From an optimization exercise on the open Yosys and OpenROAD flow, aimed at small area; shortcuts taken in it are not production practice.
Function was checked by simulation only, so behaviour that the tests miss may differ from the original.
The clock port is modelled as an ideal driver, which makes a skipped or thinned clock tree look cheaper than it is; a real chip needs a root buffer or a tree.
Power figures rest on the tool's default switching activity, not on a simulated workload.

`flow/design.v`:
```
module Filter(input CLK,
              input RST,
              input IN,
              output [7:0] OUT);
  reg x, y1;
  reg  [6:0] ph;
  wire first    = ~(ph[0] | ph[2] | ph[3] | ph[4]);
  wire last_in  = ~(ph[1] | ph[2] | ph[5] | ph[6]);
  wire out_edge = ph[0] & ~(ph[1] | ph[2] | ph[6]);
  wire ph_fb    = ph[3] ^ ph[6] ^ last_in;
  reg [4:0] acc;
  reg       flag;
  wire       inc = y1 ? (~x & ~last_in) : IN;
  wire [5:0] sum = {1'b0, acc} + {5'd0, inc};
  always @(posedge CLK or negedge RST) begin
    if (!RST) begin
      x <= 1'b0;
      y1 <= 1'b0;
      ph <= 7'b1000010;
      acc[0] <= 1'b0;
      flag <= 1'b0;
    end else begin
      x <= IN;
      y1 <= x;
      ph <= {ph[5:0], ph_fb};
      acc[0] <= out_edge ? (y1 & ~x) : sum[0];
      flag <= ~first & (flag | (sum[5] & ~out_edge));
    end
  end
  always @(posedge CLK) begin
    acc[4:1] <= first ? {3'd0, acc[0] & inc} : sum[4:1];
  end
  assign OUT = {7'd0, first & flag};
endmodule
```
`flow/flow/run.sh`:
```
#!/bin/bash
# Standard ORFS layout with these changes:
#  - one shared tie cell for the constant outputs (no per-port tie duplication)
#  - port buffers use the smallest buffer cell
#  - clock tree without dummy loads; after CTS one clock buffer drives all
#    registers, and logic cells get their smallest drive strength
#    (flow/post_cts.tcl)
set -euo pipefail
here=$(pwd)
CTS="-sink_clustering_enable -repair_clock_nets -dont_use_dummy_load -buf_list sky130_fd_sc_hd__clkbuf_4 -root_buf sky130_fd_sc_hd__clkbuf_4"
bash standard.sh SKIP_REPAIR_TIE_FANOUT=1 \
  "BUFFER_PORTS_ARGS=-buffer_cell sky130_fd_sc_hd__buf_1" \
  "CTS_ARGS=$CTS" "POST_CTS_TCL=$here/flow/post_cts.tcl" finish > standard.log 2>&1
```
`flow/flow/post_cts.tcl`:
```
# Runs at the end of ORFS's CTS step (POST_CTS_TCL).

# 1. The design has few registers: drive them all from one clock buffer.
#    CTS built a root buffer feeding leaf buffers; the leaf buffers are
#    removed so the root drives every register, and the root is upsized when
#    the registers' clock-pin slew would be too high.
set block [ord::get_db_block]
set clk_net [$block findNet CLK]
set loads {}
foreach it [$clk_net getITerms] {
  if {[$it isInputSignal]} { lappend loads $it }
}
if {[llength $loads] == 1} {
  set root [[lindex $loads 0] getInst]
  if {[string match "*clkbuf*" [[$root getMaster] getName]]} {
    set out_net ""
    foreach it [$root getITerms] {
      if {[$it isOutputSignal]} { set out_net [$it getNet] }
    }
    set leaves {}
    foreach it [$out_net getITerms] {
      if {[$it isInputSignal] && [string match "*clkbuf*" [[[$it getInst] getMaster] getName]]} {
        lappend leaves [[$it getInst] getName]
      }
    }
    foreach l $leaves {
      puts "post_cts: removing leaf clock buffer $l"
      remove_buffers [get_cells $l]
    }
  }
}

proc max_clk_slew {} {
  set mx 0
  foreach inst [[ord::get_db_block] getInsts] {
    if {[string match "*__df*" [[$inst getMaster] getName]]} {
      set s [get_property [get_pins [$inst getName]/CLK] slew_max]
      if {$s > $mx} { set mx $s }
    }
  }
  return $mx
}
estimate_parasitics -placement
puts "post_cts: clock-pin slew [max_clk_slew]"
if {[info exists root] && [max_clk_slew] > 0.110} {
  foreach b {sky130_fd_sc_hd__clkbuf_8 sky130_fd_sc_hd__clkbuf_16} {
    replace_cell [$root getName] $b
    estimate_parasitics -placement
    puts "post_cts: root as $b, clock-pin slew [max_clk_slew]"
    if {[max_clk_slew] <= 0.110} { break }
  }
}

# 2. Give every logic cell the smallest drive strength of its function.
proc cell_area {name} {
  set m [[ord::get_db] findMaster $name]
  if {$m eq "NULL"} { return -1 }
  return [expr {[$m getWidth] * [$m getHeight]}]
}
set dont_use $::env(DONT_USE_CELLS)
foreach inst [$block getInsts] {
  set master [[$inst getMaster] getName]
  if {[$inst isFixed]} { continue }
  if {![regexp {^(sky130_fd_sc_hd__[a-z0-9]+)_([0-9]+)$} $master -> base drive]} { continue }
  if {[string match "*clkbuf*" $base] || [string match "*tap*" $base] || [string match "*conb*" $base]} { continue }
  set best $master
  set best_area [cell_area $master]
  foreach d {0 1 2 4} {
    set cand ${base}_$d
    if {$cand eq $master || [lsearch -exact $dont_use $cand] >= 0} { continue }
    set a [cell_area $cand]
    if {$a > 0 && $a < $best_area} { set best $cand; set best_area $a }
  }
  if {$best ne $master} {
    puts "post_cts: [$inst getName] $master -> $best"
    replace_cell [$inst getName] $best
  }
}

estimate_parasitics -placement
repair_design
repair_timing -setup -hold
detailed_placement
check_placement -verbose
puts "post_cts: final clock-pin slew [max_clk_slew]"
report_worst_slack -max
report_worst_slack -min
```
`flow/standard.sh`:
```
#!/bin/bash
# synth_recipe.tcl (not shown) runs the flow's synth.tcl, then flattens the netlist and writes it again
# the make line also repeats each setting of config.mk as NAME=value (left out here)
make -C /OpenROAD-flow-scripts/flow DESIGN_CONFIG=/design/flow/config.mk WORK_HOME=/design/flow/orfs CLKGATE_MAP_FILE= SYNTH_SCRIPT=/design/flow/synth_recipe.tcl "${@:-finish}"
```
`flow/config.mk`:
```
export PLATFORM = sky130hd
export DESIGN_NAME = Filter
export DESIGN_NICKNAME = Filter
export VERILOG_FILES = /design/flow/design.v
export SDC_FILE = /design/flow/constraint.sdc
export NUM_CORES = 4
export LEC_CHECK = 0
export CAP_MARGIN = 20
export CORE_AREA = 4 4 64 64
export DIE_AREA = 0 0 68 68
export SLEW_MARGIN = 20
```
`flow/constraint.sdc`:
```
create_clock -name core_clock -period 20.0 [get_ports {CLK}]
set_input_delay 4.0000 -clock core_clock [delete_from_list [all_inputs] [get_ports {CLK}]]
set_output_delay 4.0000 -clock core_clock [all_outputs]
set_load 0.01 [all_outputs]
```
==> results.cfg, run 1 <==
[outcome]
status = timing/DRC/antenna clean

[floorplanning]
start_util_pct = 17.84
fp.coreArea_mm2 = 0.003416
die_x_um = 68
die_y_um = 68
row_count = 21
dieArea_mm2 = 0.004624
io_pins = 11

[logic_synthesis]
yosysWarnings = 1
synth_seq_cells = 15
synth_edf_count = 0
syn_nets = 53
yosysTopAreaCell = dfrtp_1
async_reset_ff_share_pct = 73.33
synth.distinct_cells = 23
synthesis.area_um2 = 609.3
synth_top_area_share_pct = 36.96
ys_seq_area_share_pct = 58.73
synthTopCellsByArea = dfrtp_1 (37%), dfxtp_1 (13%), buf_4 (8.6%)
yosysMostFrequentCell = dfrtp_1
synth.avg_cell_area_um2 = 12.69
synthFlopType = dfrtp_1
synthTopCellsByCount = dfrtp_1 (9), buf_4 (7), nor2_1 (5)
syn_inst = 48

[cells_and_area]
syn_to_final_growth_pct = 0.6161
antenna_cells = 0
fin_nets = 52
final_util_pct = 17.95
drive_above_1_share_pct = 8.889
layoutNonFillerInstCount = 91

[setup_path]
max_stage_delay_ns = 0.71
cpLargestDelayFamily = simple AND/OR/NAND/NOR gates
rr_worst_depth = 7
reg2reg_slack_ns = 18.28
slowest_stage = nor4_1
r2r_end = acc[4]$_SDFF_PN0_
worst-path-buf-inv = 1
critPathRequiredTime_ns = 16.00
worstSetupStartpointType = flip-flop
reg2reg_from = ph[2]$_DFF_PN0_
critical_path_class = reg2out
crit_arrival_ns = 1.64
crit_fanout = 6
end_kind = output port
worstPathCellList = nor4_1 -> and2_1 -> buf_1

[power_and_ir_drop]
pwr-share-comb_pct = 18.3
peakVddDrop_mv = 0.04983
clockPowerShare_pct = 18.6
power.switching_uw = 15.80
powerDensity_mw_per_mm2 = 102.3
swShare_pct = 25.19
power.leakage_uw = 0.0002314
p_int_uw = 46.94
power_frac_seq_pct = 63.2

[worst_hold_path]
holdPathEnd = y1$_DFF_PN0_
hold_class = reg2reg
worstHoldStart = x$_DFF_PN0_
hold_depth = 0

[grt]
antenna_found_initial = 0
grt_remaining_overflow = 0
grt_pass1_wl_mm = 1.407
grt_max_degree = 16
grt_pass1_vias = 343
grt_use_total_pct = 4.825

[cts]
clk-insertion-delay-late_ns = 0.15
clk_pin_slew_worst_paths_ns = 0.09
cts.sinks = 15

[drt]
ant_nets = 0
via_count = 310
drt_pass1_iterations = 2
drc = 0
routed_wl_um = 797
post_drt_wl_per_cell_um = 8.758
viasPerCell = 3.407
drtIter0Drc = 5

[sta]
relSlewSlack_pct = 47.42
setup_tns_ns = 0
hold_violations = 0
hold_ws_ns = 0.3745
fin_crit_sh_pct = 28.19
worstMarginPinSlew_ns = 0.7815
setup_ws_ns = 14.36
period_needed_ns = 5.638
fmax_mhz = 177.4
rsz0062_at_grt = false
slew_viol_final = 0
setup_viol = 0
skew_ns = 0.0007541

[placed_design]
portBuffers = 3
dpl_worst_slack_ns = 14.82
gp_congestion = 0.7611
dp_cells = 90

[flow_run]
max_cap_viol_count = 0
==> cells by family (layout without fill, tap and decap cells) <==
group | after synthesis | after routing | share of synthesized area (%)
flip-flops | 15 | 15 | 58.73
AND/OR/NAND/NOR | 14 | 14 | 15.20
buffers and inverters | 8 | 5 | 9.240
XOR/XNOR | 4 | 4 | 5.751
AO/OA/AOI/OAI | 3 | 3 | 4.518
adder cells (fa/ha/maj) | 2 | 2 | 4.106
other | 1 | 1 | 0.6154
multiplexers | 1 | 1 | 1.848
==> flip-flops by register name, indices dropped and copies added, names as in the netlist <==
name,cells
acc,5
ph,7
x,1
y1,1
flag,1
==> placed cells by master, fill, tap and decap left out <==
master    n
dfrtp_1   9
nor2_1    5
dfxtp_1   4
xnor2_1   3
buf_1     3
nor4_1    2
ha_1      2
dfstp_2   2
inv_1     1
nand2b_1  1
o22ai_1   1
and3_1    1
or4b_1    1
a41oi_1   1
and2_1    1
nand2_1   1
o21ai_0   1
mux2_2    1
nor3_1    1
nand3_1   1
xor2_1    1
conb_1    1
clkbuf_8  1
==> area by class of cell <==
cell class	instances	area, µm²
clock buffers	1	13.76
repair buffers	3	11.26
well taps	46	57.56
inverters	1	3.754
multi-input cells	25	168.9
fillers	388	2803
flip-flops and latches	15	357.8
==> how the worst max path moves through the flow <==
| stage | slack [ns] | cells after the start | from | to |
|---|---|---|---|---|
| 2_1_floorplan | 15.00 | 2 | ph[2]$_DFF_PN0_ | OUT[0] |
| 3_3_place_gp | 14.84 | 3 | ph[2]$_DFF_PN0_ | OUT[0] |
| 3_5_place_dp | 14.82 | 3 | ph[2]$_DFF_PN0_ | OUT[0] |
| 5_1_grt | 14.11 | 3 | ph[2]$_DFF_PN0_ | OUT[0] |
| 6_report | 14.36 | 3 | ph[2]$_DFF_PN0_ | OUT[0] |
==> stage by stage <==
step                cell area (µm²)  total power [µW]
floorplan                     609.3             50.95
global placement              625.6             52.30
detailed placement            625.6             52.74
global route                  613.1             67.97
finish                        613.1             62.75
==> per-layer routing <==
metal | wire length [µm] | GRT usage [%] | vias to the layer above
met1 | 398 | 6.406 | 156
met4 | 0 | 0.2481 | 0
met2 | 362 | 8.424 | 4
met3 | 36 | 0.9852 | 0
li1 | - | - | 150
met5 | 0 | 0 | -
==> power by group through the flow <==
| stage | clock network [µW] | registers (µW) | logic (µW) |
|---|---|---|---|
| final | 11.6 | 39.6 | 11.5 |
| after global routing | 13.2 | 40.6 | 14.2 |
| after detailed placement | 0 | 40.8 | 11.9 |
| after global placement | 0 | 40.3 | 12.0 |
| after floorplan | 0 | 39.9 | 11.1 |
==> run 2, diff against run 1 <==
--- a/flow/config.mk
+++ b/flow/config.mk
@@ -9,3 +9,4 @@
 export CORE_AREA = 4 4 64 64
 export DIE_AREA = 0 0 68 68
+export PLACE_DENSITY = 0.9
 export SLEW_MARGIN = 20
==> results.cfg, run 2 <==
[outcome]
status = timing/DRC/antenna clean

[grt]
grt_max_degree = 16
grt_use_total_pct = 5.613
grt_pass1_vias = 329
antenna_found_initial = 0
grt_remaining_overflow = 0
grt_pass1_wl_mm = 1.600

[setup_path]
r2r_end = acc[4]$_SDFF_PN0_
reg2reg_from = ph[2]$_DFF_PN0_
crit_fanout = 6
critical_path_class = reg2out
end_kind = output port
worstSetupStartpointType = flip-flop
rr_worst_depth = 7
reg2reg_slack_ns = 18.20
critPathRequiredTime_ns = 16.00
crit_arrival_ns = 1.71

[logic_synthesis]
synth_edf_count = 0
yosysTopAreaCell = dfrtp_1
synth_top_area_share_pct = 36.96
ys_seq_area_share_pct = 58.73
async_reset_ff_share_pct = 73.33
synthTopCellsByCount = dfrtp_1 (9), buf_4 (7), nor2_1 (5)
synth_seq_cells = 15
synth.avg_cell_area_um2 = 12.69
syn_nets = 53
syn_inst = 48
synth.distinct_cells = 23
yosysMostFrequentCell = dfrtp_1
synthesis.area_um2 = 609.3
synthTopCellsByArea = dfrtp_1 (37%), dfxtp_1 (13%), buf_4 (8.6%)
synthFlopType = dfrtp_1
yosysWarnings = 1

[drt]
ant_nets = 0
via_count = 329
drt_pass1_iterations = 5
drtIter0Drc = 22
post_drt_wl_per_cell_um = 10.47
viasPerCell = 3.615
routed_wl_um = 953
drc = 0

[placed_design]
gp_congestion = 0.6716
dpl_worst_slack_ns = 14.83
portBuffers = 3

[floorplanning]
row_count = 21
fp.coreArea_mm2 = 0.003416
die_y_um = 68
start_util_pct = 17.84
dieArea_mm2 = 0.004624
io_pins = 11
die_x_um = 68

[power_and_ir_drop]
power.leakage_uw = 0.0002314
powerDensity_mw_per_mm2 = 105.0
peakVddDrop_mv = 0.02024

[sta]
hold_violations = 0
period_needed_ns = 5.705
fmax_mhz = 175.3
worstMarginPinSlew_ns = 0.8425
hold_ws_ns = 0.3916
relSlewSlack_pct = 43.31
rsz0062_at_grt = false
skew_ns = 0.002761
fin_crit_sh_pct = 28.53
setup_ws_ns = 14.30
setup_viol = 0
setup_tns_ns = 0
slew_viol_final = 0

[cells_and_area]
largest_reg_flops = 7
seqCellArea_um2 = 357.8
fillCellCount = 380
syn_to_final_growth_pct = 0.6161
antenna_cells = 0
multiInputGateArea_um2 = 168.9
drive_above_1_share_pct = 8.889
final_cell_mix = dfrtp_1 (9), nor2_1 (5), dfxtp_1 (4)
layout_commonest_cell = dfrtp_1
reg_top3 = ph (7), acc (5)
regMostFlops = ph
fin_nets = 52

[worst_hold_path]
hold_depth = 0
holdPathEnd = y1$_DFF_PN0_
worstHoldStart = x$_DFF_PN0_
hold_class = reg2reg

[flow_run]
max_cap_viol_count = 0

[cts]
cts.sinks = 15
clk_pin_slew_worst_paths_ns = 0.08
clk-insertion-delay-late_ns = 0.14
-- run 2: final cells by class --
cell class	count	share of cell area [%]
Timing Repair Buffer	3	1.837
Clock buffer	1	2.245
Multi-Input combinational cell	25	27.55
Tap cell	46	9.388
Inverter	1	0.6122
Sequential cell	15	58.37
-- run 2: cell families (layout without fill, tap and decap cells) --
logic type                 after synthesis  count (layout)  synth area share [%]
DFF                                     15              15                 58.73
muxes                                    1               1                 1.848
xor gates and xnor gates                 4               4                 5.751
other                                    1               1                0.6154
buffers and inverters                    8               5                 9.240
adders and majority gates                2               2                 4.106
and+or+nand+nor                         14              14                 15.20
AOI/OAI and AO/OA                        3               3                 4.518
-- run 2: worst max-delay path by stage --
| stage | to | slack [ns] | cells after the start | startpoint |
|---|---|---|---|---|
| 3_3_place_gp | OUT[0] | 14.86 | 3 | ph[2]$_DFF_PN0_ |
| 6_report | OUT[0] | 14.30 | 3 | ph[2]$_DFF_PN0_ |
| 5_1_grt | OUT[0] | 14.17 | 3 | ph[2]$_DFF_PN0_ |
| 2_1_floorplan | OUT[0] | 15.00 | 2 | ph[2]$_DFF_PN0_ |
| 3_5_place_dp | OUT[0] | 14.83 | 3 | ph[2]$_DFF_PN0_ |
-- run 2: critical path, stage by stage (launching register included) --
cell and delay [ns]:
dfrtp_1 0.42, nor4_1 0.76, and2_1 0.23, buf_1 0.15
-- run 2: routing by layer --
metal	vias up	track usage [%]	wire length, µm
li1	148	-	-
met1	171	7.508	409
met2	10	8.544	455
met3	0	2.463	88
met4	0	0.7444	0
met5	-	0	0
-- run 2: where the power goes --
group | switching [µW] | total [µW] | internal (µW)
Sequential | 4.17 | 40.4 | 36.2
Clock | 6.67 | 11.3 | 4.60
Combinational | 6.32 | 12.7 | 6.42
-- run 2: metrics by stage --
step	utilization (%)	instances	power (µW)	area, µm²
after floorplan	-	48	50.95	609.3
after global placement	18.32	90	51.86	625.6
after detailed placement	18.32	90	54.64	625.6
after global routing	17.95	91	68.59	613.1
final	17.95	91	64.39	613.1
==> run 3, diff against run 2 <==
==> flow/flow/run.sh (replaced) <==
#!/bin/bash
# Standard ORFS layout with these changes:
#  - after the standard synthesis, its combinational logic is re-mapped by
#    ABC for area (flow/remap.ys.tcl with the smallest result of the
#    flow/area*.abc scripts); its registers, tie
#    cell and output buffers stay as the standard synthesis made them
#  - one shared tie cell for the constant outputs (no per-port tie duplication)
#  - port buffers use the smallest buffer cell
#  - clock tree without dummy loads; after CTS one clock buffer drives all
#    registers, and logic cells get their smallest drive strength
#    (flow/post_cts.tcl)
set -euo pipefail
here=$(pwd)
res=$here/orfs/results/$FLOW_PLATFORM/Filter/base
CTS="-sink_clustering_enable -repair_clock_nets -dont_use_dummy_load -buf_list sky130_fd_sc_hd__clkbuf_4 -root_buf sky130_fd_sc_hd__clkbuf_4"
ARGS=(SKIP_REPAIR_TIE_FANOUT=1
  "BUFFER_PORTS_ARGS=-buffer_cell sky130_fd_sc_hd__buf_1"
  "CTS_ARGS=$CTS" "POST_CTS_TCL=$here/flow/post_cts.tcl")

# 1. standard synthesis
bash standard.sh "${ARGS[@]}" synth > standard_synth.log 2>&1

# 2. area re-map of the logic
lib=$FLOW_HOME/platforms/$FLOW_PLATFORM/lib/sky130_fd_sc_hd__tt_025C_1v80.lib
dont_use=$(grep -o 'sky130_fd_sc_hd__[a-z0-9_]*' $FLOW_HOME/platforms/$FLOW_PLATFORM/config.mk | grep -E 'lpflow|probe' | sort -u | tr '\n' ' ')
cp $res/1_2_yosys.v $here/1_2_yosys.standard.v
best=""; best_area=""
for n in 1 2 3; do
  REMAP_LIB=$lib REMAP_NETLIST=$here/1_2_yosys.standard.v REMAP_TOP=$FLOW_TOP \
    REMAP_DONT_USE="$dont_use" REMAP_SCRIPT=$here/flow/area$n.abc REMAP_OUT=$here/1_2_yosys.remap$n.v \
    yosys -c $here/flow/remap.ys.tcl > remap$n.log 2>&1 || continue
  a=$(grep "Chip area" remap$n.log | tail -1 | awk '{print $NF}')
  echo "remap script area$n.abc: area $a"
  if [[ -z "$best" ]] || awk -v a="$a" -v b="$best_area" 'BEGIN{exit !(a < b)}'; then
    best=$n; best_area=$a
  fi
done
echo "using area$best.abc"
cp $here/1_2_yosys.remap$best.v $here/1_2_yosys.remap.v
cp $here/1_2_yosys.remap.v $res/1_2_yosys.v
rm -f $res/1_synth.odb $res/1_synth.sdc

# 3. the rest of the standard layout
bash standard.sh "${ARGS[@]}" finish > standard.log 2>&1
==> flow/flow/area1.abc (new file) <==
strash
dch -f
amap
topo
==> flow/flow/area2.abc (new file) <==
strash
dch -f
&get -n
&nf -R 1000
&put
topo
==> flow/flow/area3.abc (new file) <==
strash
dch -f
map -a
topo
==> flow/flow/remap.ys.tcl (new file) <==
# Re-map the combinational logic of the standard synthesis's netlist for
# area. Registers, tie cells and the output buffers are kept as they are
# (same instances, names and cell types).
yosys -import
set lib $::env(REMAP_LIB)
set netlist $::env(REMAP_NETLIST)
read_liberty -ignore_miss_func $lib
blackbox sky130_fd_sc_hd__df* sky130_fd_sc_hd__conb_1 sky130_fd_sc_hd__buf_4
read_verilog $netlist
hierarchy -top $::env(REMAP_TOP)
flatten
opt_clean -purge
set dont_use {}
foreach c [split $::env(REMAP_DONT_USE)] {
  if {$c ne ""} { lappend dont_use -dont_use $c }
}
abc -liberty $lib {*}$dont_use -script $::env(REMAP_SCRIPT)
opt_clean -purge
splitnets
# left out here: clean up, hide names made inside functions
stat -liberty $lib
write_verilog -noattr -noexpr -nohex -nodec $::env(REMAP_OUT)
--- a/flow/config.mk
+++ b/flow/config.mk
@@ -9,4 +9,3 @@
 export CORE_AREA = 4 4 64 64
 export DIE_AREA = 0 0 68 68
-export PLACE_DENSITY = 0.9
 export SLEW_MARGIN = 20
==> results.cfg, run 3 <==
[power_and_ir_drop]
power.leakage_uw = 0.0002104
power_frac_seq_pct = 64.1
p_int_uw = 45.74
swShare_pct = 24.30
pwr-share-comb_pct = 17.2
peakVddDrop_mv = 0.01409
powerDensity_mw_per_mm2 = 100.4
power.switching_uw = 14.68
clockPowerShare_pct = 18.7

[logic_synthesis]
synth.avg_cell_area_um2 = 10.79
syn_nets = 56
syn_inst = 53
yosysWarnings = 1
synthesis.area_um2 = 571.8

[setup_path]
crit_arrival_ns = 1.61
crit_fanout = 6
worstSetupStartpointType = flip-flop
critPathRequiredTime_ns = 16.00
critical_path_class = reg2out
end_kind = output port

[sta]
skew_ns = 0.002380
setup_tns_ns = 0
fmax_mhz = 178.3
slew_viol_final = 0
hold_violations = 0
fin_crit_sh_pct = 28.04
worstMarginPinSlew_ns = 0.7655
period_needed_ns = 5.608
hold_ws_ns = 0.3884
setup_viol = 0
setup_ws_ns = 14.39
rsz0062_at_grt = false
relSlewSlack_pct = 48.49

[cells_and_area]
drive_above_1_share_pct = 6.000
final_cell_mix = nor2_1 (9), dfrtp_1 (9), dfxtp_1 (4)
fin_nets = 55
regMostFlops = ph
fillCellCount = 384
syn_to_final_growth_pct = 5.252
largest_reg_flops = 7
antenna_cells = 0
reg_top3 = ph (7), acc (5)

[grt]
grt_pass1_vias = 317
antenna_found_initial = 0
grt_max_degree = 16
grt_use_total_pct = 4.654
grt_remaining_overflow = 0
grt_pass1_wl_mm = 1.311

[placed_design]
dpl_worst_slack_ns = 14.53
portBuffers = 3
gp_congestion = 0.7278
dp_hpwl_um = 576.3

[drt]
routed_wl_um = 727
via_count = 315
ant_nets = 0
drc = 0
drtIter0Drc = 18
post_drt_wl_per_cell_um = 7.573
viasPerCell = 3.281
drt_pass1_iterations = 4

[floorplanning]
die_y_um = 68
fp.coreArea_mm2 = 0.003416
die_x_um = 68
io_pins = 11
row_count = 21
start_util_pct = 16.74
dieArea_mm2 = 0.004624

[cts]
clk-insertion-delay-late_ns = 0.14
clk_pin_slew_worst_paths_ns = 0.08
cts.sinks = 15

[worst_hold_path]
hold_class = reg2reg

[flow_run]
max_cap_viol_count = 0

[outcome]
status = timing/DRC/antenna clean
[run 3: changes by cell type in the layout (fill, tap and decap cells not counted), moves of 2 or more]
cell,change
ha_1,-2
nand2_1,+2
xnor2_1,-2
nor2_1,+4
and2_0,+2
clkinv_1,+2
[run 3: final timing paths]
check,startpoint,to,slack (ns),cells after the start
min,ph[4]$_DFF_PN0_,ph[5]$_DFF_PN0_,0.39,0
min reg2reg,ph[4]$_DFF_PN0_,ph[5]$_DFF_PN0_,0.39,0
max in group asynchronous,RST,ph[6]$_DFF_PN1_,15.83,1
max reg2reg,ph[2]$_DFF_PN0_,flag$_DFF_PN0_,18.19,8
min in group asynchronous,RST,acc[0]$_DFF_PN0_,3.80,1
max,ph[0]$_DFF_PN0_,OUT[0],14.39,3
[run 3: metal layers]
layer	share of wire [%]	up-vias	track usage (%)
li1	-	161	-
met1	45	142	5.205
met2	45	10	7.822
met3	8.9	2	1.970
met4	1.1	0	1.737
met5	0	-	0
[run 3: worst max-delay path, stage by stage, from the launching register on]
cell     delay [ns]
dfrtp_1        0.42
nor4_1         0.68
and2_0         0.21
buf_1          0.15
[run 3: power groups by stage]
stage / Combinational [µW] / Sequential (µW) / Clock [µW]
3_3_place_gp: 10.5 / 39.1 / 0
5_1_grt: 12.7 / 39.5 / 12.8
6_report: 10.4 / 38.7 / 11.3
2_1_floorplan: 10.0 / 38.8 / 0
3_5_place_dp: 10.6 / 39.4 / 0
[run 3: layout make-up]
class                           instances  area, µm²  share of cell area [%]
Timing Repair Buffer                    3      11.26                   1.871
Clock buffer                            1      13.76                   2.287
Inverter                                2      7.507                   1.247
Multi-Input combinational cell         29      153.9                   25.57
Sequential cell                        15      357.8                   59.46
Tap cell                               46      57.56                   9.563
[run 3: metrics by stage]
stage / total power, µW / instance area [µm²] / std cells / utilization (%)
after global routing: 65.01 / 601.8 / 96 / 17.62
final: 60.42 / 601.8 / 96 / 17.62
after floorplan: 48.79 / 571.8 / 53 / -
after global placement: 49.59 / 588.1 / 95 / 17.22
after detailed placement: 49.96 / 588.1 / 95 / 17.22
==> run 4, diff against run 3 <==
--- a/flow/design.v
+++ b/flow/design.v
@@ -5,8 +5,8 @@
   reg x, y1;
   reg  [6:0] ph;
-  wire first    = ~(ph[0] | ph[2] | ph[3] | ph[4]);
-  wire last_in  = ~(ph[1] | ph[2] | ph[5] | ph[6]);
-  wire out_edge = ph[0] & ~(ph[1] | ph[2] | ph[6]);
-  wire ph_fb    = ph[3] ^ ph[6] ^ last_in;
+  wire first    = ph[0] & ~ph[2] & ~ph[3] & ~ph[6];
+  wire last_in  = ~ph[0] & ~ph[1] & ~ph[4] & ~ph[5];
+  wire out_edge = ~ph[0] & ~ph[1] & ~ph[5] & ~ph[6];
+  wire ph_fb    = ph[2] ^ ph[6] ^ 1'b1 ^ (ph[2] & ~ph[3] & ~ph[5]);
   reg [4:0] acc;
   reg       flag;
@@ -17,5 +17,5 @@
       x <= 1'b0;
       y1 <= 1'b0;
-      ph <= 7'b1000010;
+      ph <= 7'b0100001;
       acc[0] <= 1'b0;
       flag <= 1'b0;
--- a/flow/flow/run.sh
+++ b/flow/flow/run.sh
@@ -26,5 +26,5 @@
 cp $res/1_2_yosys.v $here/1_2_yosys.standard.v
 best=""; best_area=""
-for n in 1 2 3; do
+for n in 1 2 3 4 5; do
   REMAP_LIB=$lib REMAP_NETLIST=$here/1_2_yosys.standard.v REMAP_TOP=$FLOW_TOP \
     REMAP_DONT_USE="$dont_use" REMAP_SCRIPT=$here/flow/area$n.abc REMAP_OUT=$here/1_2_yosys.remap$n.v \
==> flow/flow/area4.abc (new file) <==
strash
&get -n
&deepsyn -J 200 -T 120
&put
strash
dch -f
amap
topo
==> flow/flow/area5.abc (new file) <==
strash
&get -n
&deepsyn -J 200 -T 120
&put
strash
dch -f
&get -n
&nf -R 1000
&put
topo
==> results.cfg, run 4 <==
[grt]
met1_usage_pct = 7.207
antenna_found_initial = 0
grt_pass1_vias = 351
grt_remaining_overflow = 0
use_met3_pct = 2.135
grt_use_total_pct = 5.270
grt_util_met2_pct = 7.822
grt-busiest-layer = met2
grt_max_degree = 16
grt_pass1_wl_mm = 1.497

[cells_and_area]
fin_nets = 55
syn_to_final_growth_pct = 5.322
reg_top3 = ph (7), acc (5)
final_cell_mix = nor2_1 (9), dfrtp_1 (9), o21ai_0 (4), dfxtp_1 (4)
antenna_cells = 0
layoutNonFillerInstCount = 96
regMostFlops = ph
drive_above_1_share_pct = 6.000
largest_reg_flops = 7

[flow_run]
max_cap_viol_count = 0

[logic_synthesis]
syn_nets = 56
yosysWarnings = 1
synth.avg_cell_area_um2 = 10.65
synthesis.area_um2 = 564.3
syn_inst = 53

[floorplanning]
start_util_pct = 16.52
die_y_um = 68
fp.coreArea_mm2 = 0.003416
io_pins = 11
row_count = 21
die_x_um = 68
dieArea_mm2 = 0.004624

[sta]
skew_ns = 0.0005067
worstMarginPinSlew_ns = 0.9296
fmax_mhz = 171.9
fin_crit_sh_pct = 29.09
setup_tns_ns = 0
period_needed_ns = 5.818
rsz0062_at_grt = false
slew_viol_final = 0
setup_viol = 0
relSlewSlack_pct = 37.15
hold_violations = 0

[power_and_ir_drop]
power_frac_seq_pct = 68.1
pwr-share-comb_pct = 7.7
swShare_pct = 20.87
powerDensity_mw_per_mm2 = 79.53
peakVddDrop_mv = 0.01985
p_total_uw = 47.27
clockPowerShare_pct = 24.2
p_int_uw = 37.40
power.leakage_uw = 0.0002218
power.switching_uw = 9.866

[drt]
ant_nets = 0
via_count = 335
drt_pass1_iterations = 4
drtIter0Drc = 18
drc = 0
post_drt_wl_per_cell_um = 9.073
viasPerCell = 3.490
routed_wl_um = 871

[worst_hold_path]
hold_class = reg2reg

[setup_path]
cp-startpoint = ph[0]$_DFF_PN1_
rr_worst_depth = 8
crit_arrival_ns = 1.82
crit_fanout = 6
critPathRequiredTime_ns = 16.00
reg2reg_from = ph[0]$_DFF_PN1_
critical_path_class = reg2out
r2r_end = acc[4]$_SDFF_PP0_
end_kind = output port
endpoint = OUT[0]
reg2reg_slack_ns = 17.88
worstSetupStartpointType = flip-flop

[placed_design]
gp_congestion = 0.7948
dp_cells = 95
portBuffers = 3
dp_hpwl_um = 645.8

[cts]
cts.sinks = 15
clk_pin_slew_worst_paths_ns = 0.09
clk-insertion-delay-late_ns = 0.14

[outcome]
status = timing/DRC/antenna clean
run 4: metal layers:
metal | up-vias | part of all wire, %
li1 | 158 | -
met1 | 159 | 43
met2 | 18 | 47
met3 | 0 | 10
met4 | 0 | 0
met5 | - | 0
run 4: per-stage QoR:
step	hold WS, ns	setup WS (ns)	util [%]	area [µm²]
floorplan	0.3461	14.66	-	564.3
global placement	0.3568	14.49	17.00	580.6
detailed placement	0.3631	14.33	17.00	580.6
global route	0.3835	13.95	17.40	594.3
finish	0.3752	14.18	17.40	594.3
run 4: how the worst min path moves through the flow:
| stage | from | to | slack [ns] | cells past startpoint |
|---|---|---|---|---|
| after detailed placement | ph[4]$_DFF_PN0_ | ph[5]$_DFF_PN1_ | 0.36 | 0 |
| final | ph[4]$_DFF_PN0_ | ph[5]$_DFF_PN1_ | 0.38 | 0 |
| after global placement | ph[4]$_DFF_PN0_ | ph[5]$_DFF_PN1_ | 0.36 | 0 |
| after global routing | ph[4]$_DFF_PN0_ | ph[5]$_DFF_PN1_ | 0.38 | 0 |
| after floorplan | ph[1]$_DFF_PN0_ | ph[2]$_DFF_PN0_ | 0.35 | 0 |
run 4: final cells by class:
type | instances | area (µm²)
Fill cell | 395 | 2821
Sequential cell | 15 | 357.8
Multi-Input combinational cell | 30 | 150.1
Tap cell | 46 | 57.56
Clock buffer | 1 | 13.76
Timing Repair Buffer | 3 | 11.26
Inverter | 1 | 3.754
run 4: power by group through the flow:
stage          logic [µW]  registers, µW  clock network [µW]
2_1_floorplan        3.74           32.6                   0
3_3_place_gp         3.52           32.7                   0
3_5_place_dp         3.70           32.7                   0
5_1_grt              4.27           32.3                13.3
6_report             3.63           32.2                11.4
run 4: worst max-delay path, cell delays in order, from the launching register on:
cell     delay, ns
dfstp_2       0.54
nor4b_1       0.75
and2_0        0.22
buf_1         0.15

port drivers added, routing unchanged:
How much do the figures lean on ideal ports? The routed layouts below were timed once more, with nothing changed but the port constraints.
Step 1: set_driving_cell puts a clkbuf_16 on CLK and a buf_2 on each other input, an assumption about the parent block.
Step 2, shift: input delay + t, output delay - t, t = (earliest + latest rising clock arrival at the registers) / 2. This alone moves slack from input paths to output paths.
Three values: ideal, step 1, step 2; two values: the first two.
run | t (ns) | setup slack, ns | worst hold slack (ns) | pins driven straight from the clock port
run 1 | 0.165 | 14.362 / 14.343 / 14.507 | 0.375 / 0.375 / 0.375 | 1
run 2 | 0.166 | 14.295 / 14.273 / 14.438 | 0.392 / 0.392 / 0.392 | 1
run 3 | 0.165 | 14.393 / 14.371 / 14.536 | 0.388 / 0.388 / 0.388 | 1
run 4 | 0.167 | 14.182 / 14.160 / 14.327 | 0.375 / 0.375 / 0.375 | 1
After both steps every run listed still meets setup and hold.
